Background: an optimization exercise with open tools, aiming at small area and a short achievable clock period. Do not read the settings as production practice.
Function was checked by simulation only, so behaviour that the tests miss may differ from the original.
No activity file was given, so power comes from the tool's default toggle rates.

==> flow/design.v <==
module fifo_ram #(
    DATA_WIDTH              =        8,
    RAM_DEPTH               =        16
)(
    input                                                   clk,
    input                                                   r_en,
    input                   [RAM_DEPTH-1:0]                 r_sel,
    output      reg         [DATA_WIDTH - 1 : 0]            r_data,
    input                                                   w_en,
    input                   [RAM_DEPTH-1:0]                 w_sel,
    input                   [DATA_WIDTH - 1 : 0]            w_data
);
    wire                    [DATA_WIDTH*RAM_DEPTH-1:0]      mem_flat;
    genvar g;
    generate
        for (g = 0; g < RAM_DEPTH; g = g + 1) begin : row
            reg [DATA_WIDTH-1:0] word;
            always @(posedge clk) begin
                if (w_en & w_sel[g])
                    word <= w_data;
            end
            assign mem_flat[g*DATA_WIDTH +: DATA_WIDTH] = word;
        end
    endgenerate
    reg                     [DATA_WIDTH - 1 : 0]            rd;
    integer i;
    always @* begin
        rd = {DATA_WIDTH{1'b0}};
        for (i = 0; i < RAM_DEPTH; i = i + 1)
            rd = rd | (mem_flat[i*DATA_WIDTH +: DATA_WIDTH] & {DATA_WIDTH{r_sel[i]}});
    end
    always @(posedge clk) begin
        if (r_en)
            r_data <= rd;
    end
endmodule
module syn_fifo #(
    DATA_WIDTH              =        8,
    FIFO_DEPTH              =        16,
    ADDR_WIDTH              =        4
) (
    input                                                   clk,
    input                                                   rst_n,
    input                                                   w_en,
    input                   [DATA_WIDTH - 1 : 0]            w_data,
    input                                                   r_en,
    output                  [DATA_WIDTH - 1 : 0]            r_data,
    output      reg                                         is_empty,
    output      reg                                         is_full
);
    reg                     [ADDR_WIDTH : 0]                w_ptr;
    reg                     [ADDR_WIDTH : 0]                r_ptr;
    wire                    [ADDR_WIDTH : 0]                w_ptr_nxt = w_ptr + w_en;
    wire                    [ADDR_WIDTH : 0]                r_ptr_nxt = r_ptr + r_en;
    reg                     [FIFO_DEPTH-1:0]                w_oh;
    reg                     [FIFO_DEPTH-1:0]                r_oh;
    always @(posedge clk) begin
        if (!rst_n) begin
            w_ptr    <= 0;
            r_ptr    <= 0;
            w_oh     <= 1;
            r_oh     <= 1;
            is_full  <= 1'b0;
            is_empty <= 1'b1;
        end
        else begin
            w_ptr    <= w_ptr_nxt;
            r_ptr    <= r_ptr_nxt;
            if (w_en) w_oh <= {w_oh[FIFO_DEPTH-2:0], w_oh[FIFO_DEPTH-1]};
            if (r_en) r_oh <= {r_oh[FIFO_DEPTH-2:0], r_oh[FIFO_DEPTH-1]};
            is_full  <= (w_ptr_nxt[ADDR_WIDTH-1:0] == r_ptr_nxt[ADDR_WIDTH-1:0]) &  (w_ptr_nxt[ADDR_WIDTH] ^ r_ptr_nxt[ADDR_WIDTH]);
            is_empty <= (w_ptr_nxt[ADDR_WIDTH-1:0] == r_ptr_nxt[ADDR_WIDTH-1:0]) & ~(w_ptr_nxt[ADDR_WIDTH] ^ r_ptr_nxt[ADDR_WIDTH]);
        end
    end
    fifo_ram #(
        .DATA_WIDTH(DATA_WIDTH),
        .RAM_DEPTH(FIFO_DEPTH)
    ) fifo_ram_ins (
        .clk(clk),
        .r_en(r_en),
        .r_sel(r_oh),
        .r_data(r_data),
        .w_en(w_en),
        .w_sel(w_oh),
        .w_data(w_data)
    );
endmodule
module tlp_demux #(
    DOUBLE_WORD             =        32,
    HEADER_SIZE             =        4*DOUBLE_WORD,
    TLP_DATA_WIDTH          =        8*DOUBLE_WORD
) (
    input       wire                                        clk,
    input       wire                                        rst_n,
    input       wire        [TLP_DATA_WIDTH-1:0]            in_data,
    input       wire        [HEADER_SIZE-1:0]               in_hdr,
    input       wire                                        in_sop,
    input       wire                                        in_eop,
    input       wire                                        in_valid,
    output      reg                                         in_ready,
    output      reg         [HEADER_SIZE-1:0]               r_out_hdr,
    output      reg                                         r_out_sop,
    output      reg                                         r_out_valid,
    output      reg         [TLP_DATA_WIDTH-1:0]            w_out_data,
    output      wire        [HEADER_SIZE-1:0]               w_out_hdr,
    output      reg                                         w_out_sop,
    output      reg                                         w_out_eop,
    output      reg                                         w_out_valid
);
    localparam RD_FMT_TYPE = 8'b001_00000;
    localparam WR_FMT_TYPE = 8'b011_00000;
    wire islegal = (in_hdr[HEADER_SIZE-1-:8] == RD_FMT_TYPE) || (in_hdr[HEADER_SIZE-1-:8] == WR_FMT_TYPE);
    wire wr_rd   = in_hdr[HEADER_SIZE-2];
    wire in_acc  = in_ready & in_valid & islegal;
    wire in_to_w = in_acc & wr_rd & ~w_out_valid;
    wire in_to_r = in_acc & ~wr_rd & ~r_out_valid;
    reg                                                     w_ep;
    reg                     [2:0]                           w_off;
    reg                     [HEADER_SIZE-1:0]               w_hdr_q;
    always @(posedge clk) begin
        if (!rst_n) begin
            in_ready    <= 1'b0;
            r_out_valid <= 1'b0;
            w_out_valid <= 1'b0;
            w_ep        <= 1'b0;
            w_off       <= 3'b0;
        end
        else begin
            in_ready    <= ~in_acc;
            r_out_valid <= in_to_r;
            w_out_valid <= in_to_w;
            if (in_to_w) begin
                w_ep  <= in_hdr[110];
                w_off <= in_hdr[4:2];
            end
        end
    end
    always @(posedge clk) begin
        w_out_data <= in_data;
        w_hdr_q    <= in_hdr;
        w_out_sop  <= in_sop;
        w_out_eop  <= in_eop;
        r_out_hdr  <= in_hdr;
        r_out_sop  <= in_sop;
    end
    assign w_out_hdr = {w_hdr_q[127:111], w_ep, w_hdr_q[109:5], w_off, w_hdr_q[1:0]};
endmodule
module wr_tlp_axi #(
    DOUBLE_WORD             =        32,
    HEADER_SIZE             =        4*DOUBLE_WORD,
    TLP_DATA_WIDTH          =        8*DOUBLE_WORD,
    AXI_DATA_WIDTH          =        TLP_DATA_WIDTH,
    AXI_ADDR_WIDTH          =        64,
    AXI_STRB_WIDTH          =        AXI_DATA_WIDTH/8,
    AXI_ID_WIDTH            =        8
) (
    input                                                   clk,
    input                                                   rst_n,
    input       wire        [HEADER_SIZE-1:0]               tlp_hdr,
    input       wire        [TLP_DATA_WIDTH-1:0]            tlp_data,
    input       wire                                        tlp_sop,
    input       wire                                        tlp_eop,
    input       wire                                        tlp_valid,
    output      reg                                         tlp_ready,
    output      wire        [AXI_ID_WIDTH-1:0]              axi_awid,
    output      reg         [AXI_ADDR_WIDTH-1:0]            axi_awaddr,
    output      reg         [7:0]                           axi_awlen,
    output      wire        [2:0]                           axi_awsize,
    output      wire        [1:0]                           axi_awburst,
    output      wire                                        axi_awlock,
    output      wire        [3:0]                           axi_awcache,
    output      wire        [2:0]                           axi_awprot,
    output      reg                                         axi_awvalid,
    input       wire                                        axi_awready,
    output      wire        [AXI_DATA_WIDTH-1:0]            axi_wdata,
    output      reg                                         axi_wvalid,
    output      reg         [AXI_STRB_WIDTH-1:0]            axi_wstrb,
    output      reg                                         axi_wlast,
    input       wire                                        axi_wready,
    output      reg                                         axi_bready,
    output                                                  tlp_error
);
    assign axi_awid    = {AXI_ID_WIDTH{1'b0}};
    assign axi_awsize  = 3'd5;
    assign axi_awburst = 2'b01;
    assign axi_awlock  = 1'b0;
    assign axi_awcache = 4'b0011;
    assign axi_awprot  = 3'b010;
    wire                                                    hdr_ep = tlp_hdr[110];
    wire                                                    effc_tlp_valid = tlp_valid & ~hdr_ep;
    assign tlp_error = hdr_ep;
    wire                                                    is_full;
    wire                                                    is_empty;
    wire                                                    w_en;
    reg                                                     r_en;
    wire                    [AXI_DATA_WIDTH-1:0]            data_to_fifo;
    localparam RX_BUSY       = 2'b00;
    localparam RX_WAITE      = 2'b01;
    localparam RX_STORE_LAST = 2'b10;
    reg                     [1:0]                           rx_status;
    reg                     [2:0]                           addr_offset;
    reg                     [TLP_DATA_WIDTH-1:0]            tlp_data_in;
    reg                     [HEADER_SIZE-1:0]               tlp_hdr_in;
    reg                                                     start_tx_tmp, start_tx;
    reg                                                     clr_tx;
    wire rx_busy = (rx_status == RX_BUSY);
    wire rx_last = (rx_status == RX_STORE_LAST);
    wire rx_wait = (rx_status == RX_WAITE);
    wire acc     = rx_busy & tlp_ready & effc_tlp_valid;
    assign w_en  = acc | (rx_last & ~is_full);
    always @(posedge clk) begin
        if (!rst_n) begin
            rx_status    <= RX_WAITE;
            start_tx_tmp <= 1'b0;
            start_tx     <= 1'b0;
            tlp_ready    <= 1'b0;
            tlp_data_in  <= {TLP_DATA_WIDTH{1'b0}};
            addr_offset  <= 3'b0;
        end
        else begin
            case (rx_status)
                RX_BUSY: begin
                    tlp_ready   <= ~acc & (tlp_ready | ~is_full);
                    addr_offset <= tlp_hdr[4:2];
                    if (acc & tlp_eop)
                        rx_status <= (addr_offset == 3'b0) ? RX_WAITE : RX_STORE_LAST;
                end
                RX_STORE_LAST: begin
                    if (!is_full)
                        rx_status <= RX_WAITE;
                end
                RX_WAITE: begin
                    tlp_ready <= 1'b0;
                    if (!start_tx)
                        rx_status <= RX_BUSY;
                end
                default:;
            endcase
            if (acc)
                tlp_data_in <= tlp_data;
            start_tx_tmp <= ~clr_tx & (start_tx_tmp | (acc & tlp_sop));
            start_tx     <= start_tx_tmp;
        end
    end
    always @(posedge clk) begin
        if (acc & tlp_sop)
            tlp_hdr_in <= tlp_hdr;
    end
    wire [2:0]                  sh_o = rx_last ? addr_offset : tlp_hdr[4:2];
    wire [TLP_DATA_WIDTH-1:0]   sh_a = rx_last ? tlp_data_in : tlp_data;
    wire [TLP_DATA_WIDTH-1:0]   sh_b = rx_last ? {TLP_DATA_WIDTH{1'b0}} : tlp_data_in;
    wire [2*TLP_DATA_WIDTH-1:0] sh_c = {sh_a, sh_b};
    assign data_to_fifo = sh_c[(8 - sh_o)*DOUBLE_WORD +: TLP_DATA_WIDTH];
    localparam IDLE_IDX      = 0;
    localparam TRANSFER_IDX  = 1;
    localparam WAITE_END_IDX = 2;
    localparam IDLE          = 3'b001;
    localparam TRANSFER      = 3'b010;
    localparam WAITE_END     = 3'b100;
    localparam START_TR      = 1'b0;
    localparam CONTINUE_TR   = 1'b1;
    reg                     [2:0]                           status;
    reg                                                     tr_status;
    reg                     [7:0]                           burst_cnt;
    reg                     [2:0]                           offset_lock;
    wire                    [9:0]                           hdr_lock_length = tlp_hdr_in[105:96] - 1'b1;
    wire                    [3:0]                           hdr_lock_last_be  = tlp_hdr_in[71:68];
    wire                    [3:0]                           hdr_lock_first_be = tlp_hdr_in[67:64];
    reg                     [1:0]                           first_be_offset;
    always @* begin
        casez (hdr_lock_first_be)
            4'b0000: first_be_offset = 2'b00;
            4'bzzz1: first_be_offset = 2'b00;
            4'bzz10: first_be_offset = 2'b01;
            4'bz100: first_be_offset = 2'b10;
            4'b1000: first_be_offset = 2'b11;
            default: first_be_offset = 2'b00;
        endcase
    end
    wire w_hs   = axi_wvalid & axi_wready;
    wire b_one  = (burst_cnt == 8'd1);
    wire b_zero = (burst_cnt == 8'd0);
    wire in_tr  = status[TRANSFER_IDX] & ~status[IDLE_IDX];
    wire in_idle = status[IDLE_IDX];
    wire w_act  = in_tr & ((tr_status == START_TR) | ~b_zero);
    always @* begin
        clr_tx = 1'b0;
        if (in_tr) begin
            if (tr_status == START_TR)
                clr_tx = b_one & w_hs;
            else
                clr_tx = b_zero;
        end
    end
    always @(posedge clk) begin
        if (!rst_n) begin
            status      <= WAITE_END;
            tr_status   <= START_TR;
            burst_cnt   <= 8'd0;
            offset_lock <= 3'd0;
            r_en        <= 1'b0;
            axi_awaddr  <= 64'd0;
            axi_awlen   <= 8'd0;
            axi_awvalid <= 1'b0;
            axi_wlast   <= 1'b0;
            axi_wvalid  <= 1'b0;
            axi_bready  <= 1'b0;
        end
        else begin
            axi_bready <= 1'b1;
            if (in_idle) begin
                axi_awaddr  <= {tlp_hdr_in[63:2], first_be_offset};
                offset_lock <= tlp_hdr_in[4:2];
                axi_awlen   <= {1'b0, hdr_lock_length[9:3]};
                burst_cnt   <= {1'b0, hdr_lock_length[9:3]} + 1'b1;
                if (start_tx) begin
                    axi_awvalid <= 1'b1;
                    status      <= TRANSFER;
                    tr_status   <= START_TR;
                end
            end
            else if (in_tr) begin
                if (axi_awready & axi_awvalid)
                    axi_awvalid <= 1'b0;
                if (w_act) begin
                    if (r_en)
                        r_en <= 1'b0;
                    else if (is_empty)
                        r_en <= 1'b0;
                    else if (!w_hs)
                        r_en <= 1'b1;
                end
                if (tr_status == START_TR) begin
                    if (b_one) begin
                        if (w_hs) begin
                            status     <= WAITE_END;
                            axi_wvalid <= 1'b0;
                            axi_wlast  <= 1'b0;
                        end
                        else begin
                            axi_wlast  <= 1'b1;
                            if (r_en) axi_wvalid <= 1'b1;
                        end
                    end
                    else begin
                        if (w_hs) begin
                            tr_status  <= CONTINUE_TR;
                            axi_wvalid <= 1'b0;
                            burst_cnt  <= burst_cnt - 1'b1;
                        end
                        else if (r_en)
                            axi_wvalid <= 1'b1;
                    end
                end
                else begin
                    if (b_zero)
                        status <= WAITE_END;
                    else begin
                        if (w_hs) begin
                            axi_wvalid <= 1'b0;
                            axi_wlast  <= (burst_cnt == 8'd2);
                            burst_cnt  <= burst_cnt - 1'b1;
                        end
                        else if (r_en)
                            axi_wvalid <= 1'b1;
                    end
                end
            end
            else if (status[WAITE_END_IDX]) begin
                status <= IDLE;
            end
        end
    end
    always @(posedge clk) begin
        if (w_act & r_en) begin
            if (tr_status == START_TR)
                axi_wstrb <= {{(AXI_STRB_WIDTH-4){1'b1}}, hdr_lock_first_be} << {offset_lock[0], 2'b00};  
            else
                axi_wstrb <= b_one ? ({hdr_lock_last_be, {(AXI_STRB_WIDTH-4){1'b1}}} >> {offset_lock[0], 2'b00})
                                   : {AXI_STRB_WIDTH{1'b1}};
        end
    end
    syn_fifo #(
        .DATA_WIDTH(TLP_DATA_WIDTH),
        .FIFO_DEPTH(16),
        .ADDR_WIDTH(4)
    ) data_fifo (
        .clk(clk),
        .rst_n(rst_n),
        .w_en(w_en),
        .w_data(data_to_fifo),
        .r_en(r_en),
        .r_data(axi_wdata),
        .is_empty(is_empty),
        .is_full(is_full)
    );
endmodule
module rd_tlp_axi #(
    DOUBLE_WORD             =        32,
    HEADER_SIZE             =        4*DOUBLE_WORD,
    TLP_DATA_WIDTH          =        8*DOUBLE_WORD,
    AXI_ID_WIDTH            =        8,
    AXI_DATA_WIDTH          =        TLP_DATA_WIDTH,
    AXI_ADDR_WIDTH          =        64,
    AXI_STRB_WIDTH          =        AXI_DATA_WIDTH/8,
    TLP_STRB_WIDTH          =        TLP_DATA_WIDTH/8
) (
    input       wire                                        clk,
    input       wire                                        rst_n,
    input       wire        [HEADER_SIZE-1:0]               req_tlp_hdr,
    input       wire                                        req_tlp_sop,
    input       wire                                        req_tlp_eop,
    input       wire                                        req_tlp_valid,
    output      reg                                         req_tlp_ready,
    output      wire        [HEADER_SIZE-1:0]               cpl_tlp_hdr,
    output      reg         [TLP_STRB_WIDTH-1:0]            cpl_tlp_strb,
    output      reg         [TLP_DATA_WIDTH-1:0]            cpl_tlp_data,
    output      reg                                         cpl_tlp_sop,
    output      reg                                         cpl_tlp_eop,
    output      reg                                         cpl_tlp_valid,
    input       wire                                        cpl_tlp_ready,
    output      wire        [AXI_ID_WIDTH-1:0]              axi_arid,
    output      reg         [AXI_ADDR_WIDTH-1:0]            axi_araddr,
    output      wire        [2:0]                           axi_arsize,
    output      reg         [7:0]                           axi_arlen,
    output      wire        [1:0]                           axi_arburst,
    output      wire        [2:0]                           axi_arprot,
    output      wire                                        axi_arlock,
    output      wire        [3:0]                           axi_arcache,
    output      reg                                         axi_arvalid,
    input       wire                                        axi_arready,
    input       wire        [AXI_DATA_WIDTH-1:0]            axi_rdata,
    input       wire        [AXI_STRB_WIDTH-1:0]            axi_rstrb,
    input       wire                                        axi_rlast,
    input       wire                                        axi_rvalid,
    output      reg                                         axi_rready,
    input       wire        [15:0]                          completer_id,
    output                                                  tlp_error
);
    reg                                                     req_tlp_ready_nxt;
    reg                     [HEADER_SIZE-1:0]               req_tlp_hdr_in,req_tlp_hdr_in_nxt;
    reg                     [HEADER_SIZE-1:0]               cpl_tlp_hdr_nxt;
    reg                     [TLP_DATA_WIDTH-1:0]            cpl_tlp_data_nxt;
    reg                     [TLP_STRB_WIDTH-1:0]            cpl_tlp_strb_nxt;
    reg                                                     cpl_tlp_sop_nxt;
    reg                                                     cpl_tlp_eop_nxt;
    reg                                                     cpl_tlp_valid_nxt;
    reg                     [AXI_ID_WIDTH-1:0]              axi_arid_nxt;
    reg                     [AXI_ADDR_WIDTH-1:0]            axi_araddr_nxt;
    reg                     [2:0]                           axi_arsize_nxt;
    reg                     [7:0]                           axi_arlen_nxt;
    reg                     [1:0]                           axi_arburst_nxt;
    reg                     [2:0]                           axi_arprot_nxt;
    reg                     [3:0]                           axi_arcache_nxt;
    reg                                                     axi_arlock_nxt;
    reg                                                     axi_arvalid_nxt;
    reg                                                     axi_rready_nxt;
    assign tlp_error = 1'b0;
    reg                                                     req_busy,req_busy_nxt;
    reg                                                     start_ar,start_ar_nxt;     
    reg                                                     busy_r,busy_r_nxt;     
    reg                                                     cpl_first,cpl_first_nxt;
    localparam RCB              = 128;  
    localparam AXI_DW_WIDTH     = AXI_DATA_WIDTH/DOUBLE_WORD;  
    localparam AXI_DW_WIDTH_LOG = $clog2(AXI_DW_WIDTH);
    wire                    [2:0]                           req_fmt;
    wire                    [4:0]                           req_type;
    wire                    [2:0]                           req_tc;
    wire                    [2:0]                           req_attr;
    wire                                                    req_ln;
    wire                                                    req_th;
    wire                                                    req_td;
    wire                                                    req_ep;
    wire                    [1:0]                           req_at;
    wire                    [10:0]                          req_length;
    wire                    [15:0]                          req_req_id;
    wire                    [9:0]                           req_tag;
    wire                    [3:0]                           req_first_be;
    wire                    [3:0]                           req_last_be;
    wire                    [63:0]                          req_addr;
    wire                    [1:0]                           req_ph;
    assign req_fmt      = req_tlp_hdr_in[127:125];
    assign req_type     = req_tlp_hdr_in[124:120];
    assign req_tc       = req_tlp_hdr_in[118:116];
    assign req_attr     = {req_tlp_hdr_in[114],req_tlp_hdr_in[109:108]};
    assign req_ln       = req_tlp_hdr_in[113];
    assign req_th       = req_tlp_hdr_in[112];
    assign req_td       = req_tlp_hdr_in[111];
    assign req_ep       = req_tlp_hdr_in[110];
    assign req_at       = req_tlp_hdr_in[107:106];
    assign req_length   = {req_tlp_hdr_in[105:96] == 10'b0, req_tlp_hdr_in[105:96]} - 1'b1;  
    assign req_req_id   = req_tlp_hdr_in[95:80];
    assign req_tag      = {req_tlp_hdr_in[119], req_tlp_hdr_in[115], req_tlp_hdr_in[79:72]};
    assign req_last_be  = req_tlp_hdr_in[71:68];
    assign req_first_be = req_tlp_hdr_in[67:64];
    assign req_addr     = {req_tlp_hdr_in[63:2], 2'b0};
    assign req_ph       = req_fmt[0] ? req_tlp_hdr_in[1:0] : req_tlp_hdr_in[33:32];
    reg                     [2:0]                           single_dword_len;
    reg                     [1:0]                           last_be_offset;
    reg                     [1:0]                           first_be_offset;
    localparam AXI_REQ_BURST_LEN = 1024*DOUBLE_WORD/AXI_DATA_WIDTH;
    localparam BURST_CNT_LOG     = $clog2(AXI_REQ_BURST_LEN)+1;
    localparam AXI_SIZE          = $clog2(AXI_DATA_WIDTH/8);
    localparam RCB_CNT_DEFAULT   = RCB/(AXI_DATA_WIDTH>>3);
    localparam CPL_CNT_LOG       = $clog2(RCB_CNT_DEFAULT);
    reg                     [BURST_CNT_LOG-1:0]             globle_tr_cnt,globle_tr_cnt_nxt;     
    reg                     [8:0]                           burst_cnt,burst_cnt_nxt;     
    reg                                                     axi_first,axi_first_nxt;
    reg                     [CPL_CNT_LOG:0]                 rcb_cnt,rcb_cnt_nxt;
    reg                     [AXI_DATA_WIDTH-1:0]            axi_rdata_in,axi_rdata_in_nxt;
    reg                     [AXI_STRB_WIDTH-1:0]            axi_rstrb_in,axi_rstrb_in_nxt;
    reg                                                     axi_rvalid_in,axi_rvalid_in_nxt;
    reg                     [2:0]                           cpl_fmt;
    reg                     [4:0]                           cpl_type;
    reg                     [2:0]                           cpl_tc;
    reg                     [9:0]                           cpl_tag;
    reg                     [2:0]                           cpl_attr;
    reg                                                     cpl_ln;
    reg                                                     cpl_th;
    reg                                                     cpl_ep;
    reg                                                     cpl_td;
    reg                     [1:0]                           cpl_at;
    reg                     [9:0]                           cpl_length;
    reg                     [15:0]                          cpl_com_id;
    reg                     [2:0]                           cpl_com_status;
    reg                                                     cpl_bcm;
    reg                     [11:0]                          cpl_byte_cnt,cpl_byte_cnt_nxt;
    reg                     [15:0]                          cpl_req_id;
    reg                     [6:0]                           cpl_lower_addr,cpl_lower_addr_q;
    reg                     [9:0]                           cpl_length_q;
    wire                    [2*AXI_DATA_WIDTH-1:0]          axi_shift;
    assign axi_shift = {axi_rdata, axi_rdata_in}<<(~axi_araddr[AXI_SIZE-1:0]);
    always @* begin
        cpl_first_nxt      = cpl_first;
        req_tlp_ready_nxt  = req_tlp_ready;
        req_busy_nxt       = req_busy;
        start_ar_nxt       = start_ar;
        req_tlp_hdr_in_nxt = req_tlp_hdr_in;
        if (!req_busy) begin
            req_tlp_ready_nxt = 1'b1;
        end
        if (req_tlp_valid & req_tlp_ready & req_tlp_sop) begin
            req_tlp_ready_nxt  = 1'b0;
            req_busy_nxt       = 1'b1;
            start_ar_nxt       = 1'b1;
            req_tlp_hdr_in_nxt = req_tlp_hdr;
        end
        casez (req_first_be)
            4'b1zz1: single_dword_len = 3'h4;
            4'b01z1: single_dword_len = 3'h3;
            4'b1z10: single_dword_len = 3'h3;
            4'b0011: single_dword_len = 3'h2;
            4'b0110: single_dword_len = 3'h2;
            4'b1100: single_dword_len = 3'h2;
            4'b0001: single_dword_len = 3'h1;
            4'b0010: single_dword_len = 3'h1;
            4'b0100: single_dword_len = 3'h1;
            4'b1000: single_dword_len = 3'h1;
            4'b0000: single_dword_len = 3'h1;
            default: single_dword_len = 3'h1;
        endcase
        casez (req_last_be)
            4'b0000: last_be_offset = 2'b00;
            4'b0001: last_be_offset = 2'b11;
            4'b001z: last_be_offset = 2'b10;
            4'b01zz: last_be_offset = 2'b01;
            4'b1zzz: last_be_offset = 2'b00;
            default: last_be_offset = 2'b00;
        endcase
        casez (req_first_be)
            4'b0000: first_be_offset = 2'b00;
            4'bzzz1: first_be_offset = 2'b00;
            4'bzz10: first_be_offset = 2'b01;
            4'bz100: first_be_offset = 2'b10;
            4'b1000: first_be_offset = 2'b11;
            default: first_be_offset = 2'b00;
        endcase
        axi_araddr_nxt  = axi_araddr;
        axi_arlen_nxt   = axi_arlen;
        axi_arvalid_nxt = axi_arvalid;
        globle_tr_cnt_nxt = globle_tr_cnt;
        busy_r_nxt        = busy_r;
        axi_first_nxt     = axi_first;
        rcb_cnt_nxt       = rcb_cnt;
        if (req_busy & start_ar) begin
            start_ar_nxt = 1'b0;
            globle_tr_cnt_nxt = (req_length >> AXI_DW_WIDTH_LOG) + 1'b1;
            axi_arvalid_nxt = 1'b1;
            axi_araddr_nxt  = {req_addr[63:2], first_be_offset};  
            if (globle_tr_cnt_nxt <= 256) begin
                axi_arlen_nxt = (req_length >> AXI_DW_WIDTH_LOG);
            end
            else begin
                axi_arlen_nxt = 8'hff;
            end
            axi_first_nxt = 1'b1;
            cpl_first_nxt = 1'b1;
            rcb_cnt_nxt   = ~(req_addr[7:AXI_SIZE+1])+1'b1;  
        end
        if (busy_r & axi_rlast) begin
            if (|globle_tr_cnt_nxt) begin
                if (globle_tr_cnt <= 256) begin
                    axi_arlen_nxt = globle_tr_cnt - 1'b1;
                end
                else begin
                    axi_arlen_nxt = 8'hff;
                end
                axi_araddr_nxt  = axi_araddr[63:AXI_SIZE] + 256*AXI_DATA_WIDTH/8;
                axi_arvalid_nxt = 1'b1;
            end
            else begin  
                busy_r_nxt = 1'b0;
            end
        end
        if (axi_arvalid & axi_arready) begin
            axi_arvalid_nxt = 1'b0;
            busy_r_nxt      = 1'b1;
        end
        axi_rdata_in_nxt  = axi_rdata_in;
        axi_rstrb_in_nxt  = axi_rstrb_in;
        axi_rready_nxt    = busy_r_nxt & ((cpl_tlp_ready & cpl_tlp_valid) | ~cpl_tlp_valid);
        if (axi_rvalid & axi_rready) begin
            axi_first_nxt     = 1'b0;
            axi_rready_nxt    = 1'b0;
            axi_rdata_in_nxt  = axi_rdata;
            axi_rstrb_in_nxt  = axi_rstrb;
            globle_tr_cnt_nxt = globle_tr_cnt - 1'b1;
        end
        cpl_fmt          = (|req_length) ? 3'b010 : 3'b000;  
        cpl_type         = 5'b01010;
        cpl_tc           = 3'b0;
        cpl_ln           = 1'b0;
        cpl_th           = 1'b0;
        cpl_ep           = 1'b0;
        cpl_td           = 1'b0;
        cpl_at           = 2'b0;
        cpl_tag          = req_tag;
        cpl_req_id       = req_req_id;
        cpl_com_id       = completer_id;
        cpl_com_status   = 3'b0;
        cpl_attr         = req_attr;
        cpl_byte_cnt_nxt = cpl_byte_cnt;
        cpl_bcm          = 1'b0;
        cpl_lower_addr   = cpl_lower_addr_q;
        cpl_length       = cpl_length_q;
        cpl_tlp_hdr_nxt[127:125] = cpl_fmt;
        cpl_tlp_hdr_nxt[124:120] = cpl_type;
        cpl_tlp_hdr_nxt[119]     = cpl_tag[9];
        cpl_tlp_hdr_nxt[118:116] = cpl_tc;
        cpl_tlp_hdr_nxt[115]     = cpl_tag[8];
        cpl_tlp_hdr_nxt[114]     = cpl_attr[2];
        cpl_tlp_hdr_nxt[113]     = cpl_ln;
        cpl_tlp_hdr_nxt[112]     = cpl_th;
        cpl_tlp_hdr_nxt[111]     = cpl_td;
        cpl_tlp_hdr_nxt[110]     = cpl_ep;
        cpl_tlp_hdr_nxt[109:108] = cpl_attr[1:0];
        cpl_tlp_hdr_nxt[107:106] = cpl_at;
        cpl_tlp_hdr_nxt[105:96]  = cpl_length;  
        cpl_tlp_hdr_nxt[95:80]   = cpl_com_id;
        cpl_tlp_hdr_nxt[79:77]   = cpl_com_status;
        cpl_tlp_hdr_nxt[76]      = cpl_bcm;
        cpl_tlp_hdr_nxt[75:64]   = cpl_byte_cnt_nxt;  
        cpl_tlp_hdr_nxt[63:48]   = cpl_req_id;
        cpl_tlp_hdr_nxt[47:40]   = cpl_tag;
        cpl_tlp_hdr_nxt[39]      = 1'b0;
        cpl_tlp_hdr_nxt[38:32]   = cpl_lower_addr;  
        cpl_tlp_hdr_nxt[31:0]    = 32'b0;
        cpl_tlp_data_nxt  = cpl_tlp_data;
        cpl_tlp_strb_nxt  = cpl_tlp_strb;
        cpl_tlp_valid_nxt = cpl_tlp_valid;
        cpl_tlp_sop_nxt   = cpl_tlp_sop;
        cpl_tlp_eop_nxt   = cpl_tlp_eop;
        if (req_busy) begin
            if (cpl_tlp_eop) begin
                cpl_first_nxt = 1'b0;
                rcb_cnt_nxt   = RCB_CNT_DEFAULT;
            end
            if (cpl_tlp_valid & cpl_tlp_ready) begin
                cpl_tlp_valid_nxt = 1'b0;
                cpl_tlp_sop_nxt   = 1'b0;
                cpl_tlp_eop_nxt   = 1'b0;
                rcb_cnt_nxt       = cpl_first ? (rcb_cnt - 1'b1) : rcb_cnt;
            end
            if (axi_rready & axi_rvalid) begin
                if (axi_first) begin
                    cpl_byte_cnt_nxt = ((req_length-1'b1)<<4)+single_dword_len;  
                end
                else begin
                    cpl_tlp_valid_nxt = 1'b1;
                    if (cpl_first) begin
                        cpl_tlp_data_nxt = axi_shift[2*AXI_DATA_WIDTH-1:AXI_DATA_WIDTH];
                        if (rcb_cnt == (~(req_addr[6:AXI_SIZE])+1'b1)) begin
                            cpl_tlp_sop_nxt = 1'b1;
                        end
                    end
                    else begin
                        cpl_tlp_data_nxt = axi_rdata_in;
                        if (rcb_cnt == RCB_CNT_DEFAULT) begin
                            cpl_tlp_sop_nxt = 1'b1;
                        end
                    end
                end
            end
            if (cpl_tlp_sop_nxt) begin
                if (cpl_first) begin
                    cpl_lower_addr   = axi_araddr[6:0];
                    cpl_length       = ~req_addr[6:2]+1'b1;
                    cpl_byte_cnt_nxt = cpl_byte_cnt - (~axi_araddr[6:0]+1'b1);
                end
                else begin
                    cpl_lower_addr   = 0;
                    cpl_length       = (cpl_byte_cnt > RCB) ? (RCB>>2) : (cpl_byte_cnt>>2);
                    cpl_byte_cnt_nxt = cpl_byte_cnt - RCB;
                end
            end
            if (rcb_cnt == 1'b1) begin
                if (axi_rvalid & axi_rready & ~axi_first) begin
                    cpl_tlp_eop_nxt = 1'b1;
                end
            end
            if (globle_tr_cnt == 0) begin
                if (~cpl_tlp_valid & ~cpl_tlp_ready) begin
                    cpl_tlp_eop_nxt   = 1'b1;
                    cpl_tlp_strb_nxt  = axi_rstrb_in;
                    cpl_tlp_data_nxt  = axi_rdata_in;
                    cpl_tlp_valid_nxt = 1'b1;
                end
            end
            if (cpl_first & cpl_tlp_eop_nxt) begin  
                cpl_tlp_strb_nxt = {TLP_STRB_WIDTH{1'b1}}>>(~axi_araddr[AXI_SIZE-1:0]+1'b1);
            end
            else begin
                cpl_tlp_strb_nxt = cpl_tlp_valid_nxt ? axi_rstrb_in : cpl_tlp_strb;
            end
            req_busy_nxt = ~(~(|globle_tr_cnt)&cpl_tlp_valid&cpl_tlp_ready&cpl_tlp_eop);
        end
    end
    always @(posedge clk) begin
        if (!rst_n) begin
            req_tlp_ready  <= 0;
            req_busy       <= 0;
            start_ar       <= 1'b0;
        end
        else begin
            req_tlp_ready  <= req_tlp_ready_nxt;
            req_busy       <= req_busy_nxt;
            start_ar       <= start_ar_nxt;
        end
    end
    always @(posedge clk) begin
        req_tlp_hdr_in <= req_tlp_hdr_in_nxt;
    end
    assign axi_arid    = {AXI_ID_WIDTH{1'b0}};
    assign axi_arsize  = 3'h5;
    assign axi_arburst = 2'b1;
    assign axi_arprot  = 3'b010;
    assign axi_arlock  = 1'b0;
    assign axi_arcache = 4'b0011;
    always @(posedge clk) begin
        if (!rst_n) begin
            axi_araddr    <= 0;
            axi_arlen     <= 0;
            axi_arvalid   <= 0;
            globle_tr_cnt <= 0;
            busy_r        <= 0;
            axi_first     <= 0;
            rcb_cnt       <= 0;
        end
        else begin
            axi_araddr    <= axi_araddr_nxt;
            axi_arlen     <= axi_arlen_nxt;
            axi_arvalid   <= axi_arvalid_nxt;
            globle_tr_cnt <= globle_tr_cnt_nxt;
            busy_r        <= busy_r_nxt;
            axi_first     <= axi_first_nxt;
            rcb_cnt       <= rcb_cnt_nxt;
        end
    end
    always @(posedge clk) begin
        if (!rst_n) begin
            axi_rdata_in  <= 0;
            axi_rstrb_in  <= 0;
            axi_rready    <= 0;
        end
        else begin
            axi_rdata_in  <= axi_rdata_in_nxt;
            axi_rstrb_in  <= axi_rstrb_in_nxt;
            axi_rready    <= axi_rready_nxt;
        end
    end
    reg                     [HEADER_SIZE-1:0]               cpl_hdr_q;
    always @(posedge clk) begin
        cpl_hdr_q    <= cpl_tlp_hdr_nxt;
        cpl_tlp_data <= cpl_tlp_data_nxt;
        cpl_tlp_strb <= cpl_tlp_strb_nxt;
    end
    assign cpl_tlp_hdr = {1'b0, cpl_hdr_q[126], 1'b0, 5'b01010, cpl_hdr_q[119], 3'b0, cpl_hdr_q[115:114], 4'b0,
                          cpl_hdr_q[109:108], 2'b0, cpl_hdr_q[105:96], cpl_hdr_q[95:80], 4'b0, cpl_hdr_q[75:64],
                          cpl_hdr_q[63:40], 1'b0, cpl_hdr_q[38:32], 32'b0};
    always @(posedge clk) begin
        if (!rst_n) begin
            cpl_tlp_sop   <= 0;
            cpl_tlp_eop   <= 0;
            cpl_tlp_valid <= 0;
            cpl_first     <= 0;
            cpl_byte_cnt  <= 0;
            cpl_lower_addr_q <= 0;
            cpl_length_q  <= 0;
        end
        else begin
            cpl_tlp_valid <= cpl_tlp_valid_nxt;
            cpl_tlp_sop   <= cpl_tlp_sop_nxt;
            cpl_tlp_eop   <= cpl_tlp_eop_nxt;
            cpl_first     <= cpl_first_nxt;
            cpl_byte_cnt  <= cpl_byte_cnt_nxt;
            cpl_lower_addr_q <= cpl_lower_addr;
            cpl_length_q  <= cpl_length;
        end
    end
endmodule
module pcie_axi_m #(
    PORTS                   =        2,
    DOUBLE_WORD             =        32,
    HEADER_SIZE             =        4*DOUBLE_WORD,
    TLP_DATA_WIDTH          =        8*DOUBLE_WORD,
    TLP_STRB_WIDTH          =        TLP_DATA_WIDTH/8,
    AXI_DATA_WIDTH          =        TLP_DATA_WIDTH,
    AXI_ADDR_WIDTH          =        64,
    AXI_STRB_WIDTH          =        AXI_DATA_WIDTH/8,
    AXI_ID_WIDTH            =        8,
    AXI_MAX_BURST_LEN       =        256
) (
    input                                                   clk,
    input                                                   rst_n,
    input                   [TLP_DATA_WIDTH-1:0]            req_tlp_data,
    input                   [HEADER_SIZE-1:0]               req_tlp_hdr,
    input                   [TLP_STRB_WIDTH-1:0]            req_tlp_strb,
    input                                                   req_tlp_sop,
    input                                                   req_tlp_eop,
    input                                                   req_tlp_valid,
    output                                                  req_tlp_ready,
    output                  [TLP_DATA_WIDTH-1:0]            cpl_tlp_data,
    output                  [HEADER_SIZE-1:0]               cpl_tlp_hdr,
    output                  [TLP_STRB_WIDTH-1:0]            cpl_tlp_strb,
    output                                                  cpl_tlp_sop,
    output                                                  cpl_tlp_eop,
    output                                                  cpl_tlp_valid,
    input                                                   cpl_tlp_ready,
    output                  [AXI_ID_WIDTH-1:0]              axi_awid,
    output                  [AXI_ADDR_WIDTH-1:0]            axi_awaddr,
    output                  [7:0]                           axi_awlen,
    output                  [2:0]                           axi_awsize,
    output                  [1:0]                           axi_awburst,
    output                  [2:0]                           axi_awprot,
    output                  [3:0]                           axi_awcache,
    output                                                  axi_awlock,
    output                                                  axi_awvalid,
    input                                                   axi_awready,
    output                  [AXI_DATA_WIDTH-1:0]            axi_wdata,
    output                  [AXI_STRB_WIDTH-1:0]            axi_wstrb,
    output                                                  axi_wlast,
    output                                                  axi_wvalid,
    input                                                   axi_wready,
    input                   [AXI_ID_WIDTH-1:0]              axi_bid,
    input                   [1:0]                           axi_bresp,
    input                                                   axi_bvalid,
    output                                                  axi_bready,
    output                  [AXI_ID_WIDTH-1:0]              axi_arid,
    output                  [AXI_ADDR_WIDTH-1:0]            axi_araddr,
    output                  [7:0]                           axi_arlen,
    output                  [2:0]                           axi_arsize,
    output                  [1:0]                           axi_arburst,
    output                  [3:0]                           axi_arcache,
    output                                                  axi_arlock,
    output                  [2:0]                           axi_arprot,
    output                                                  axi_arvalid,
    input                                                   axi_arready,
    input                   [AXI_DATA_WIDTH-1:0]            axi_rdata,
    input                   [AXI_STRB_WIDTH-1:0]            axi_rstrb,
    input                                                   axi_rlast,
    input                                                   axi_rvalid,
    output                                                  axi_rready,
    input                                                   demux_en,
    input                 [15:0]                            completer_id,
    output                                                  tlp_error
);
    wire                    [HEADER_SIZE-1:0]               w_out_hdr;
    wire                    [TLP_DATA_WIDTH-1:0]            w_out_data;
    wire                                                    w_out_sop;
    wire                                                    w_out_eop;
    wire                                                    w_out_valid;
    wire                                                    w_out_ready;
    wire                    [HEADER_SIZE-1:0]               r_out_hdr;
    wire                                                    r_out_sop;
    wire                                                    r_out_valid;
    wire                                                    r_out_ready;
    wire                                                    w_tlp_error;
    wire                                                    r_tlp_error;
    assign tlp_error = w_tlp_error | r_tlp_error;
    tlp_demux #(
        .DOUBLE_WORD(DOUBLE_WORD),
        .HEADER_SIZE(HEADER_SIZE),
        .TLP_DATA_WIDTH(TLP_DATA_WIDTH)
    ) tlp_demux_ins (
        .clk(clk),
        .rst_n(rst_n),
        .in_data(req_tlp_data),
        .in_hdr(req_tlp_hdr),
        .in_sop(req_tlp_sop),
        .in_eop(req_tlp_eop),
        .in_valid(req_tlp_valid),
        .in_ready(req_tlp_ready),
        .r_out_hdr(r_out_hdr),
        .r_out_sop(r_out_sop),
        .r_out_valid(r_out_valid),
        .w_out_data(w_out_data),
        .w_out_hdr(w_out_hdr),
        .w_out_sop(w_out_sop),
        .w_out_eop(w_out_eop),
        .w_out_valid(w_out_valid)
    );
    wr_tlp_axi #(
        .DOUBLE_WORD(DOUBLE_WORD),
        .HEADER_SIZE(HEADER_SIZE),
        .TLP_DATA_WIDTH(TLP_DATA_WIDTH),
        .AXI_DATA_WIDTH(AXI_DATA_WIDTH),
        .AXI_ADDR_WIDTH(AXI_ADDR_WIDTH),
        .AXI_STRB_WIDTH(AXI_STRB_WIDTH),
        .AXI_ID_WIDTH(AXI_ID_WIDTH)
    ) wr_tlp_axi_ins (
        .clk(clk),
        .rst_n(rst_n),
        .tlp_hdr(w_out_hdr),
        .tlp_data(w_out_data),
        .tlp_sop(w_out_sop),
        .tlp_eop(w_out_eop),
        .tlp_valid(w_out_valid),
        .tlp_ready(w_out_ready),
        .axi_awid(axi_awid),
        .axi_awaddr(axi_awaddr),
        .axi_awlen(axi_awlen),
        .axi_awsize(axi_awsize),
        .axi_awburst(axi_awburst),
        .axi_awlock(axi_awlock),
        .axi_awcache(axi_awcache),
        .axi_awprot(axi_awprot),
        .axi_awvalid(axi_awvalid),
        .axi_awready(axi_awready),
        .axi_wdata(axi_wdata),
        .axi_wvalid(axi_wvalid),
        .axi_wstrb(axi_wstrb),
        .axi_wlast(axi_wlast),
        .axi_wready(axi_wready),
        .axi_bready(axi_bready),
        .tlp_error(w_tlp_error)
    );
    rd_tlp_axi #(
        .DOUBLE_WORD(DOUBLE_WORD),
        .HEADER_SIZE(HEADER_SIZE),
        .TLP_DATA_WIDTH(TLP_DATA_WIDTH),
        .AXI_ID_WIDTH(AXI_ID_WIDTH),
        .AXI_DATA_WIDTH(AXI_DATA_WIDTH),
        .AXI_ADDR_WIDTH(AXI_ADDR_WIDTH),
        .AXI_STRB_WIDTH(AXI_STRB_WIDTH),
        .TLP_STRB_WIDTH(TLP_STRB_WIDTH)
    ) rd_tlp_axi_ins (
        .clk(clk),
        .rst_n(rst_n),
        .req_tlp_hdr(r_out_hdr),
        .req_tlp_sop(r_out_sop),
        .req_tlp_eop(1'b0),
        .req_tlp_valid(r_out_valid),
        .req_tlp_ready(r_out_ready),
        .cpl_tlp_hdr(cpl_tlp_hdr),
        .cpl_tlp_strb(cpl_tlp_strb),
        .cpl_tlp_data(cpl_tlp_data),
        .cpl_tlp_sop(cpl_tlp_sop),
        .cpl_tlp_eop(cpl_tlp_eop),
        .cpl_tlp_valid(cpl_tlp_valid),
        .cpl_tlp_ready(cpl_tlp_ready),
        .axi_arid(axi_arid),
        .axi_araddr(axi_araddr),
        .axi_arsize(axi_arsize),
        .axi_arlen(axi_arlen),
        .axi_arburst(axi_arburst),
        .axi_arprot(axi_arprot),
        .axi_arlock(axi_arlock),
        .axi_arcache(axi_arcache),
        .axi_arvalid(axi_arvalid),
        .axi_arready(axi_arready),
        .axi_rdata(axi_rdata),
        .axi_rstrb(axi_rstrb),
        .axi_rlast(axi_rlast),
        .axi_rvalid(axi_rvalid),
        .axi_rready(axi_rready),
        .completer_id(completer_id),
        .tlp_error(r_tlp_error)
    );
endmodule
==> flow/run.sh <==
#!/bin/bash
# synth_recipe.tcl (not shown) runs the flow's synth.tcl, then flattens the netlist and writes it again
# the make line also repeats each setting of config.mk as NAME=value (left out here)
make -C /OpenROAD-flow-scripts/flow DESIGN_CONFIG=/design/flow/config.mk WORK_HOME=/design/flow/orfs CLKGATE_MAP_FILE= SYNTH_SCRIPT=/design/flow/synth_recipe.tcl finish
==> flow/config.mk <==
export PLATFORM = sky130hd
export DESIGN_NAME = pcie_axi_m
export DESIGN_NICKNAME = pcie_axi_m
export VERILOG_FILES = /design/flow/design.v
export SDC_FILE = /design/flow/constraint.sdc
export NUM_CORES = 4
export LEC_CHECK = 0
export CAP_MARGIN = 20
export CORE_MARGIN = 2
export CORE_UTILIZATION = 50
export PLACE_DENSITY = 0.65
export SETUP_SLACK_MARGIN = 2.5
export SLEW_MARGIN = 20
export SYNTH_MEMORY_MAX_BITS = 8192
==> flow/constraint.sdc <==
create_clock -name core_clock -period 7.0 [get_ports {clk}]
set_input_delay 1.4000 -clock core_clock [delete_from_list [all_inputs] [get_ports {clk}]]
set_output_delay 1.4000 -clock core_clock [all_outputs]
set_load 0.01 [all_outputs]
==> results.cfg, run 1 <==
[synthesis]
synth_most_common_cell = edfxtp_1
yosysTopAreaCell = edfxtp_1
syn_area_per_cell_um2 = 14.2
synthCells = 17600
syn-cell-area_um2 = 249000
synth_edf_count = 4841
synth_flop_cell = edfxtp_1
ys_types = 84
synthTopCellsByCount = edfxtp_1, nand2_1, dfxtp_1
synth-seq-cells = 6097
synth_top_area_share_pct = 58.4
yosys_warnings = 5
yosysSeqAreaShare_pct = 68.5
ys_async_sr_fraction_pct = 0
synth.area.top_cells = edfxtp_1, dfxtp_1, mux4_2, mux2i_1, a221oi_1

[clock_tree]
cts_inserted_buffers = 620
clk_pin_slew_ns = 0.07
clockRootBuffer = clkbuf_16
ctsHoldBuffers = 0
htree_levels = 6
cts_tree = built
clockBufferDepth = 4
clk_latency_ns = 1.16
cts_sinks = 6097

[worst_setup_path]
max_stage_delay_ns = 0.69
worstPathArrival_ns = 5.18
ff2ff_setup_slack_ns = 2.55
worst_r2r_path_depth = 9
cpMostUsedCell = ha_4
path_cells = ha_4 > mux2i_2 > ha_4 > buf_4 > buf_8 > mux4_2 > nand2_1 > o22ai_1 > a221o_1
path_max_fanout = 47
critPathLaunchType = flop
r2r-start = wr_tlp_axi_ins.rx_status[1]
endpoint_kind = flop
cp.required_ns = 7.73
path_class = reg2reg
critPathLaunch = wr_tlp_axi_ins.rx_status[1]
slowest_stage = mux2i_2

[sta]
whs_ns = 0.342
finalCritPeriodShare_pct = 63.5
fin_crit_ns = 4.45
max_freq_mhz = 225
final_max_slew_viol_count = 0
setup_viol = 0
fin_skew_ns = 0.128
rsz0062_at_grt = yes
worst_pin_slew_ns = 1.23
hold_viol_final = 0
finalSetupTns_ns = 0
max-slew-margin-rel_pct = 17.9

[power]
power.density_nw_per_um2 = 256
ir_drop_uv = 291
p_leak_nw = 96.5

[floorplanning]
num_rows = 259
io-pin-count = 1644
start_util_pct = 50.1
coreArea_um2 = 496000
dieArea_um2 = 503000
fp.dieH_um = 709
dieWidth_um = 709

[finish]
seq_area_um2 = 171000
drive_above_1_share_pct = 12.0
fin_nets = 19600
syn_to_final_growth_pct = 17.9
multi_input_comb_area_um2 = 73200
nFillCells = 38800

[detailed_routing]
wl_per_cell_um = 36.2
ant_nets = 0
vias = 173000
drt-pass1-iter-count = 8
postRouteWirelength_mm = 949
viasPerCell = 6.59
drc = 0
drt-initial-drc-count = 24600

[min_path]
hold_path_end = rd_tlp_axi_ins.cpl_hdr_q[42]
hold_depth = 0
min_path_type = reg2reg
hp-start = rd_tlp_axi_ins.req_tlp_hdr_in[74]

[place]
io_buffers = 1477
place.gp.congestion = 0.957
post-dp-hpwl_mm = 603

[global_routing]
grt_pass1_wl_mm = 1290
antenna_found_initial = 209
first_global_vias = 158000
grt_max_degree = 211
grtUsageTotal_pct = 36.4
gr-total-overflow = 0

[job]
drv_cap = 0

[run_status]
outcome = finished clean
[worst max-delay path by stage]
stage / endpoint / slack, ns / depth (start not counted)
after floorplan: flop / 1.11 / 11
after global placement: rd_tlp_axi_ins.cpl_tlp_strb[5] / 2.01 / 6
after detailed placement: flop / 1.89 / 10
after CTS: rd_tlp_axi_ins.axi_araddr[53] / 2.50 / 13
after global routing: flop / 2.48 / 9
final: flop / 2.55 / 9
[registers in the layout, summed over array words and instances, names as in the netlist, 64 cells and up]
signal	cells
wr_tlp_axi_ins.tlp_data_in	256
wr_tlp_axi_ins.axi_awaddr	64
rd_tlp_axi_ins.axi_araddr	64
tlp_demux_ins.r_out_hdr	109
rd_tlp_axi_ins.req_tlp_hdr_in	105
tlp_demux_ins.w_out_data	256
wr_tlp_axi_ins.data_fifo.fifo_ram_ins.r_data	256
wr_tlp_axi_ins.tlp_hdr_in	80
rd_tlp_axi_ins.cpl_tlp_data	256
rd_tlp_axi_ins.axi_rdata_in	256
rd_tlp_axi_ins.cpl_hdr_q	75
wr_tlp_axi_ins.data_fifo.fifo_ram_ins.row.word	4096
[critical path, delay by kind of cell (launching register included)]
family / cells / cell delay [ns]
AO/OA/AOI/OAI: 2 / 0.73
multiplexers: 2 / 1.05
adder cells (fa/ha/maj): 2 / 0.86
flip-flops: 1 / 0.41
AND/OR/NAND/NOR: 1 / 0.08
buffers and inverters: 2 / 0.88
[routing by layer]
metal	global-route usage [%]	routed length, µm
met3	10.1	117000
met5	0	599
met4	23.8	72500
met2	53.5	417000
met1	47.5	341000
[cell families (layout without fill, tap and decap cells)]
kind of cell,count (synthesis),after routing,share of synthesized area [%]
buffers and inverters,1621,3245,2.65
XOR/XNOR,103,103,0.368
flip-flops,6097,6097,68.5
adder cells (fa/ha/maj),39,39,0.199
multiplexers,1682,1684,9.37
AO/OA/AOI/OAI,4317,4317,12.7
other,2,369,0.00302
AND/OR/NAND/NOR,3716,3717,6.21
[layout make-up]
| cell class | instances | area share (%) |
|---|---|---|
| Clock inverter | 351 | 1.20 |
| Tap cell | 6655 | 2.84 |
| Timing Repair inverter | 3 | 0.00512 |
| Antenna cell | 257 | 0.219 |
| Sequential cell | 6097 | 58.1 |
| Clock buffer | 787 | 5.66 |
| Inverter | 103 | 0.170 |
| Multi-Input combinational cell | 9972 | 25.0 |
| Timing Repair Buffer | 2001 | 6.81 |
[what timing repair did]
action / CTS / global route
setup buffers: 11 / 12
gates resized for setup: 24 / 12
pin swaps: 7 / 0
cloned: 3 / 3
endpoints found under the setup margin: 1893 / 971
endpoints found under the hold margin: 0 / 0
[cell usage in the layout, fill, tap and decap left out, types with 227 or more instances in the layout]
cell type,synthesis,routed
edfxtp_1,4841,4841
nand2_1,2262,2248
clkdlybuf4s50_1,0,1476
dfxtp_1,1256,1229
a21oi_1,1185,1175
a221oi_1,1087,1087
a22o_1,1024,1024
mux2i_1,959,958
nor2_1,763,758
clkbuf_16,0,630
mux4_2,495,495
buf_4,119,420
o22ai_1,370,299
nand4_1,273,273
diode_2,0,257
mux2_2,228,227
[metrics by stage]
stage	std cells	power, mW	worst slack, ns	utilization (%)	cell area, µm²
finish	26200	75.0	2.55	59.1	293000
global route	26200	76.6	2.48	59.1	293000
detailed placement	24800	42.7	1.89	54.8	272000
CTS	26000	75.1	2.50	58.9	293000
floorplan	17700	41.1	1.11	-	249000
global placement	24800	42.7	2.01	54.8	272000
[report_power, final]
group	switching (mW)	leakage, nW	internal (mW)
logic	1.71	33.0	0.926
registers	0.276	53.8	39.2
clock network	14.6	9.72	18.4
==> inputs of run 2 (changes only) <==
--- a/flow/design.v
+++ b/flow/design.v
@@ -44,2 +44,3 @@
     input                                                   w_en,
+    input                                                   mem_we,       
     input                   [DATA_WIDTH - 1 : 0]            w_data,
@@ -82,3 +83,3 @@
         .r_data(r_data),
-        .w_en(w_en),
+        .w_en(mem_we),
         .w_sel(w_oh),
@@ -103,3 +104,3 @@
     output      reg                                         r_out_valid,
-    output      reg         [TLP_DATA_WIDTH-1:0]            w_out_data,
+    output      wire                                        w_pre,        
     output      wire        [HEADER_SIZE-1:0]               w_out_hdr,
@@ -138,3 +139,2 @@
     always @(posedge clk) begin
-        w_out_data <= in_data;
         w_hdr_q    <= in_hdr;
@@ -145,2 +145,3 @@
     end
+    assign w_pre = in_to_w & ~in_hdr[110];
     assign w_out_hdr = {w_hdr_q[127:111], w_ep, w_hdr_q[109:5], w_off, w_hdr_q[1:0]};
@@ -159,3 +160,5 @@
     input       wire        [HEADER_SIZE-1:0]               tlp_hdr,
-    input       wire        [TLP_DATA_WIDTH-1:0]            tlp_data,
+    input       wire        [TLP_DATA_WIDTH-1:0]            in_data,      
+    input       wire                                        w_pre,        
+    input       wire        [2:0]                           w_pre_off,    
     input       wire                                        tlp_sop,
@@ -194,2 +197,3 @@
     wire                                                    w_en;
+    wire                                                    mem_we;
     reg                                                     r_en;
@@ -210,2 +214,4 @@
     assign w_en  = acc | (rx_last & ~is_full);
+    wire acc_pre = w_pre & rx_busy & (tlp_ready | ~is_full);
+    assign mem_we = acc_pre | (rx_last & ~is_full);
     always @(posedge clk) begin
@@ -238,4 +244,4 @@
             endcase
-            if (acc)
-                tlp_data_in <= tlp_data;
+            if (acc_pre)
+                tlp_data_in <= in_data;
             start_tx_tmp <= ~clr_tx & (start_tx_tmp | (acc & tlp_sop));
@@ -248,7 +254,10 @@
     end
-    wire [2:0]                  sh_o = rx_last ? addr_offset : tlp_hdr[4:2];
-    wire [TLP_DATA_WIDTH-1:0]   sh_a = rx_last ? tlp_data_in : tlp_data;
+    wire [2:0]                  sh_o = rx_last ? addr_offset : w_pre_off;
+    wire [TLP_DATA_WIDTH-1:0]   sh_a = rx_last ? tlp_data_in : in_data;
     wire [TLP_DATA_WIDTH-1:0]   sh_b = rx_last ? {TLP_DATA_WIDTH{1'b0}} : tlp_data_in;
-    wire [2*TLP_DATA_WIDTH-1:0] sh_c = {sh_a, sh_b};
-    assign data_to_fifo = sh_c[(8 - sh_o)*DOUBLE_WORD +: TLP_DATA_WIDTH];
+    wire [15*DOUBLE_WORD-1:0]   sh_d  = {sh_a, sh_b[TLP_DATA_WIDTH-1:DOUBLE_WORD]};
+    wire [2:0]                  sh_n  = ~sh_o;
+    wire [11*DOUBLE_WORD-1:0]   sh_s1 = sh_n[2] ? sh_d[15*DOUBLE_WORD-1:4*DOUBLE_WORD] : sh_d[11*DOUBLE_WORD-1:0];
+    wire [9*DOUBLE_WORD-1:0]    sh_s2 = sh_n[1] ? sh_s1[11*DOUBLE_WORD-1:2*DOUBLE_WORD] : sh_s1[9*DOUBLE_WORD-1:0];
+    assign data_to_fifo               = sh_n[0] ? sh_s2[9*DOUBLE_WORD-1:DOUBLE_WORD] : sh_s2[8*DOUBLE_WORD-1:0];
     localparam IDLE_IDX      = 0;
@@ -390,2 +399,3 @@
         .w_en(w_en),
+        .mem_we(mem_we),
         .w_data(data_to_fifo),
@@ -530,4 +540,8 @@
     reg                     [9:0]                           cpl_length_q;
-    wire                    [2*AXI_DATA_WIDTH-1:0]          axi_shift;
-    assign axi_shift = {axi_rdata, axi_rdata_in}<<(~axi_araddr[AXI_SIZE-1:0]);
+    wire                    [AXI_DATA_WIDTH+30:0]           sh_e  = {axi_rdata, axi_rdata_in[AXI_DATA_WIDTH-1:AXI_DATA_WIDTH-31]};
+    wire                    [AXI_DATA_WIDTH+14:0]           sh_s1 = axi_araddr[4] ? sh_e[AXI_DATA_WIDTH+30:16] : sh_e[AXI_DATA_WIDTH+14:0];
+    wire                    [AXI_DATA_WIDTH+6:0]            sh_s2 = axi_araddr[3] ? sh_s1[AXI_DATA_WIDTH+14:8] : sh_s1[AXI_DATA_WIDTH+6:0];
+    wire                    [AXI_DATA_WIDTH+2:0]            sh_s3 = axi_araddr[2] ? sh_s2[AXI_DATA_WIDTH+6:4] : sh_s2[AXI_DATA_WIDTH+2:0];
+    wire                    [AXI_DATA_WIDTH:0]              sh_s4 = axi_araddr[1] ? sh_s3[AXI_DATA_WIDTH+2:2] : sh_s3[AXI_DATA_WIDTH:0];
+    wire                    [AXI_DATA_WIDTH-1:0]            axi_shift_hi = axi_araddr[0] ? sh_s4[AXI_DATA_WIDTH:1] : sh_s4[AXI_DATA_WIDTH-1:0];
     always @* begin
@@ -589,8 +603,3 @@
             axi_araddr_nxt  = {req_addr[63:2], first_be_offset};  
-            if (globle_tr_cnt_nxt <= 256) begin
-                axi_arlen_nxt = (req_length >> AXI_DW_WIDTH_LOG);
-            end
-            else begin
-                axi_arlen_nxt = 8'hff;
-            end
+            axi_arlen_nxt   = (req_length >> AXI_DW_WIDTH_LOG);
             axi_first_nxt = 1'b1;
@@ -600,9 +609,4 @@
         if (busy_r & axi_rlast) begin
-            if (|globle_tr_cnt_nxt) begin
-                if (globle_tr_cnt <= 256) begin
-                    axi_arlen_nxt = globle_tr_cnt - 1'b1;
-                end
-                else begin
-                    axi_arlen_nxt = 8'hff;
-                end
+            if ((req_busy & start_ar) | (|globle_tr_cnt)) begin
+                axi_arlen_nxt = globle_tr_cnt - 1'b1;
                 axi_araddr_nxt  = axi_araddr[63:AXI_SIZE] + 256*AXI_DATA_WIDTH/8;
@@ -690,3 +694,3 @@
                     if (cpl_first) begin
-                        cpl_tlp_data_nxt = axi_shift[2*AXI_DATA_WIDTH-1:AXI_DATA_WIDTH];
+                        cpl_tlp_data_nxt = axi_shift_hi;
                         if (rcb_cnt == (~(req_addr[6:AXI_SIZE])+1'b1)) begin
@@ -887,3 +891,3 @@
     wire                    [HEADER_SIZE-1:0]               w_out_hdr;
-    wire                    [TLP_DATA_WIDTH-1:0]            w_out_data;
+    wire                                                    w_pre;
     wire                                                    w_out_sop;
@@ -915,3 +919,3 @@
         .r_out_valid(r_out_valid),
-        .w_out_data(w_out_data),
+        .w_pre(w_pre),
         .w_out_hdr(w_out_hdr),
@@ -933,3 +937,5 @@
         .tlp_hdr(w_out_hdr),
-        .tlp_data(w_out_data),
+        .in_data(req_tlp_data),
+        .w_pre(w_pre),
+        .w_pre_off(req_tlp_hdr[4:2]),
         .tlp_sop(w_out_sop),
==> flow/flow/run.sh (new file) <==
#!/bin/bash
# Standard layout (the standard.sh, unchanged synthesis and steps), with a smaller buffer
# cell on the input and output ports instead of the default delay buffer.
set -euo pipefail
cd "$(dirname "$0")/.."
export BUFFER_PORTS_ARGS="-buffer_cell sky130_fd_sc_hd__buf_2"
bash standard.sh finish > make_finish.log 2>&1
==> flow/standard.sh (new file) <==
#!/bin/bash
# synth_recipe.tcl (not shown) runs the flow's synth.tcl, then flattens the netlist and writes it again
# the make line also repeats each setting of config.mk as NAME=value (left out here)
make -C /OpenROAD-flow-scripts/flow DESIGN_CONFIG=/design/flow/config.mk WORK_HOME=/design/flow/orfs CLKGATE_MAP_FILE= SYNTH_SCRIPT=/design/flow/synth_recipe.tcl "${@:-finish}"
--- a/flow/config.mk
+++ b/flow/config.mk
@@ -10,4 +10,5 @@
 export CORE_UTILIZATION = 50
+export CTS_BUF_LIST = sky130_fd_sc_hd__clkbuf_8
 export PLACE_DENSITY = 0.65
-export SETUP_SLACK_MARGIN = 2.5
+export SETUP_SLACK_MARGIN = 3.0
 export SLEW_MARGIN = 20
removed: flow/run.sh
==> run 2 against run 1 <==
Effect of this change: cell count barely moved; fmax rose by 7.6%; sequential power fell by 4%; wire length fell by 0.42%; clock skew rose by 0.053 ns; clock-buffer cell count rose by 189; synthesized area fell by 5.6%; worst hold slack got worse by 0.28 ns; setup slack improved by 0.32 ns; cell area fell by 7.3%; utilization fell by 0.91 points.
==> results.cfg, run 2 <==
[run_status]
outcome = finished clean

[worst_setup_path]
slowest_stage = edfxtp_1
critPathLaunchType = flop
worst_r2r_path_depth = 8
path_class = reg2out
path_cells = buf_2
worstPathArrival_ns = 2.73
critical_path.top_delay_family = flip-flops
cp.required_ns = 5.60
path_max_fanout = 22
path_buf_inv = 1
max_stage_delay_ns = 1.05
endpoint_kind = primary output
cp.depth = 1

[finish]
largest_reg_flops = 4096
top_register = wr_tlp_axi_ins.data_fifo.fifo_ram_ins.row.word
final_common_cell = edfxtp_1
fin_nets = 19000
drive_above_1_share_pct = 20.0
nFillCells = 37400
syn_to_final_growth_pct = 15.9
final_cell_mix = edfxtp_1, nand2_1, buf_2
stdcell_count = 26200

[synthesis]
synth_most_common_cell = edfxtp_1
synth.area.top_cells = edfxtp_1, dfxtp_1, a22o_1, a221oi_1, nand2_1
synthCells = 16500
syn_area_per_cell_um2 = 14.3
yosysSeqAreaShare_pct = 70.4
yosys_warnings = 5
synth_edf_count = 4841
yosysTopAreaCell = edfxtp_1
ys_async_sr_fraction_pct = 0
ys_types = 85
synth_flop_cell = edfxtp_1
synth-seq-cells = 5841
syn-cell-area_um2 = 235000
synth_top_area_share_pct = 61.9
synthTopCellsByCount = edfxtp_1, nand2_1, a22o_1

[sta]
max-slew-margin-rel_pct = 10.5
setup_viol = 0
worst_pin_slew_ns = 1.34
rsz0062_at_grt = yes
setup_slack_ns = 2.87
fin_skew_ns = 0.182
hold_viol_final = 0
final_max_slew_viol_count = 0
finalSetupTns_ns = 0
finalCritPeriodShare_pct = 59.0
max_freq_mhz = 242
fin_crit_ns = 4.13
whs_ns = 0.0607

[power]
p_leak_nw = 93.3
power.density_nw_per_um2 = 252
ir_drop_uv = 250

[global_routing]
gr-total-overflow = 0
first_global_vias = 151000
grt_max_degree = 194
antenna_found_initial = 357
grtUsageTotal_pct = 38.3
grt_pass1_wl_mm = 1260

[floorplanning]
fp.dieH_um = 689
dieArea_um2 = 475000
io-pin-count = 1644
start_util_pct = 50.2
coreArea_um2 = 468000
dieWidth_um = 689
num_rows = 251

[detailed_routing]
postRouteWirelength_mm = 945
viasPerCell = 6.44
ant_nets = 0
vias = 169000
wl_per_cell_um = 36.0
drc = 0
drt-initial-drc-count = 25100
drt-pass1-iter-count = 8

[place]
dp.cells = 23400
place.gp.congestion = 1.09
io_buffers = 1477
dp_slack_ns = 1.27
post-dp-hpwl_mm = 614

[clock_tree]
clk_pin_slew_ns = 0.06
clk_latency_ns = 1.45
clockRootBuffer = clkbuf_8
cts_tree = built
htree_levels = 6
cts_sinks = 5841
cts_inserted_buffers = 912
clockBufferDepth = 4

[job]
drv_cap = 0

[min_path]
min_path_type = in2reg
hold_depth = 1
[run 2: cell count changes in the layout (fill, tap and decap cells not counted), sizes merged, moves of 189 or more]
cell           change
a211oi           +195
a21oi            -218
a22o             +230
buf             +1534
clkbuf           +189
clkdlybuf4s50   -1476
dfxtp            -256
diode            +785
inv              +309
mux2i            -267
mux4             -200
[run 2: worst paths after layout]
kind                                     start                            to  slack [ns]
max             rd_tlp_axi_ins.cpl_tlp_strb[4]               cpl_tlp_strb[4]        2.87
max reg2reg        wr_tlp_axi_ins.rx_status[0]                          flop        2.94
min reg2reg  rd_tlp_axi_ins.req_tlp_hdr_in[89]  rd_tlp_axi_ins.cpl_hdr_q[57]        0.29
min                            completer_id[4]  rd_tlp_axi_ins.cpl_hdr_q[84]        0.06
[run 2: cell type report]
| cell class | count | area, µm² | area share, % |
|---|---|---|---|
| repair buffers | 2092 | 14100 | 5.19 |
| inverters | 83 | 339 | 0.125 |
| multi-input cells | 9272 | 64600 | 23.7 |
| clock inverters | 724 | 3830 | 1.41 |
| clock buffers | 976 | 13400 | 4.94 |
| flip-flops and latches | 5841 | 165000 | 60.8 |
| well taps | 6198 | 7750 | 2.85 |
| diodes | 1042 | 2610 | 0.958 |
[run 2: layer usage]
metal | part of all wire (%) | track usage [%] | up-vias
met5 | 0.10 | 0 | -
met4 | 8.0 | 26.9 | 144
met3 | 14 | 15.0 | 2196
met2 | 42 | 53.8 | 12000
met1 | 35 | 48.6 | 84900
li1 | - | - | 69600
[run 2: metrics by stage]
step | util [%] | total power, mW | area, µm²
floorplan | - | 40.0 | 235000
global placement | 53.6 | 41.6 | 251000
detailed placement | 53.6 | 41.7 | 251000
CTS | 57.6 | 68.7 | 269000
global route | 58.1 | 70.4 | 272000
finish | 58.2 | 68.7 | 272000
[run 2: repair_timing]
action                                  in CTS  in global routing
endpoints found under the setup margin    3589                725
hold endpoints to repair                    33                  0
pin swaps                                   16                  0
gates resized for setup                     12                 23
buffers inserted                            57                  6
cloned                                      10                  0
hold buffers                                33                  0
[run 2: cells by family (layout without fill, tap and decap cells)]
group	Yosys count	after routing	share of synthesized area (%)
DFF	5841	5841	70.4
AOI/OAI and AO/OA	4277	4277	13.5
and+or+nand+nor	3640	3649	6.58
buffers and inverters	1475	3875	2.64
muxes	1093	1094	6.29
xor gates and xnor gates	102	102	0.380
adders and majority gates	38	38	0.206
other	2	1154	0.00320
[run 2: where the power goes]
group	switching (mW)	internal, mW
registers	0.0884	37.9
logic	2.39	0.815
clock network	14.0	13.5

==> port drivers added, routing unchanged <==
No port has a modelled driver above. Below, the same layouts with a new extraction and two added sets of constraints. Step 1 assumes that a clkbuf_16 drives the clock port and a buf_2 every other input. Step 2 adds t to the input delays and takes it off the output delays; t is the mean of the earliest and latest rising clock arrival at the registers after step 1. Input paths then give back, and output paths get back, about the clock's delay inside the block. Slacks: ideal / step 1 / step 2; pairs: ideal / step 1.
| run | shift t [ns] | setup slack, ns | hold slack, ns | worst data-port slew with drivers (ns) |
|---|---|---|---|---|
| run 1 | 1.239 | 2.552 / 2.552 / 1.893 | 0.342 / 0.342 / 0.342 | 0.56 |
| run 2 | 1.495 | 2.868 / 2.733 / 1.601 | 0.061 / -0.051 / 0.286 | 0.77 |
After both steps every run listed still meets setup and hold. The setup slack of run 2, which loses most, moves by -0.135 ns with the drivers and by -1.267 ns with both steps.
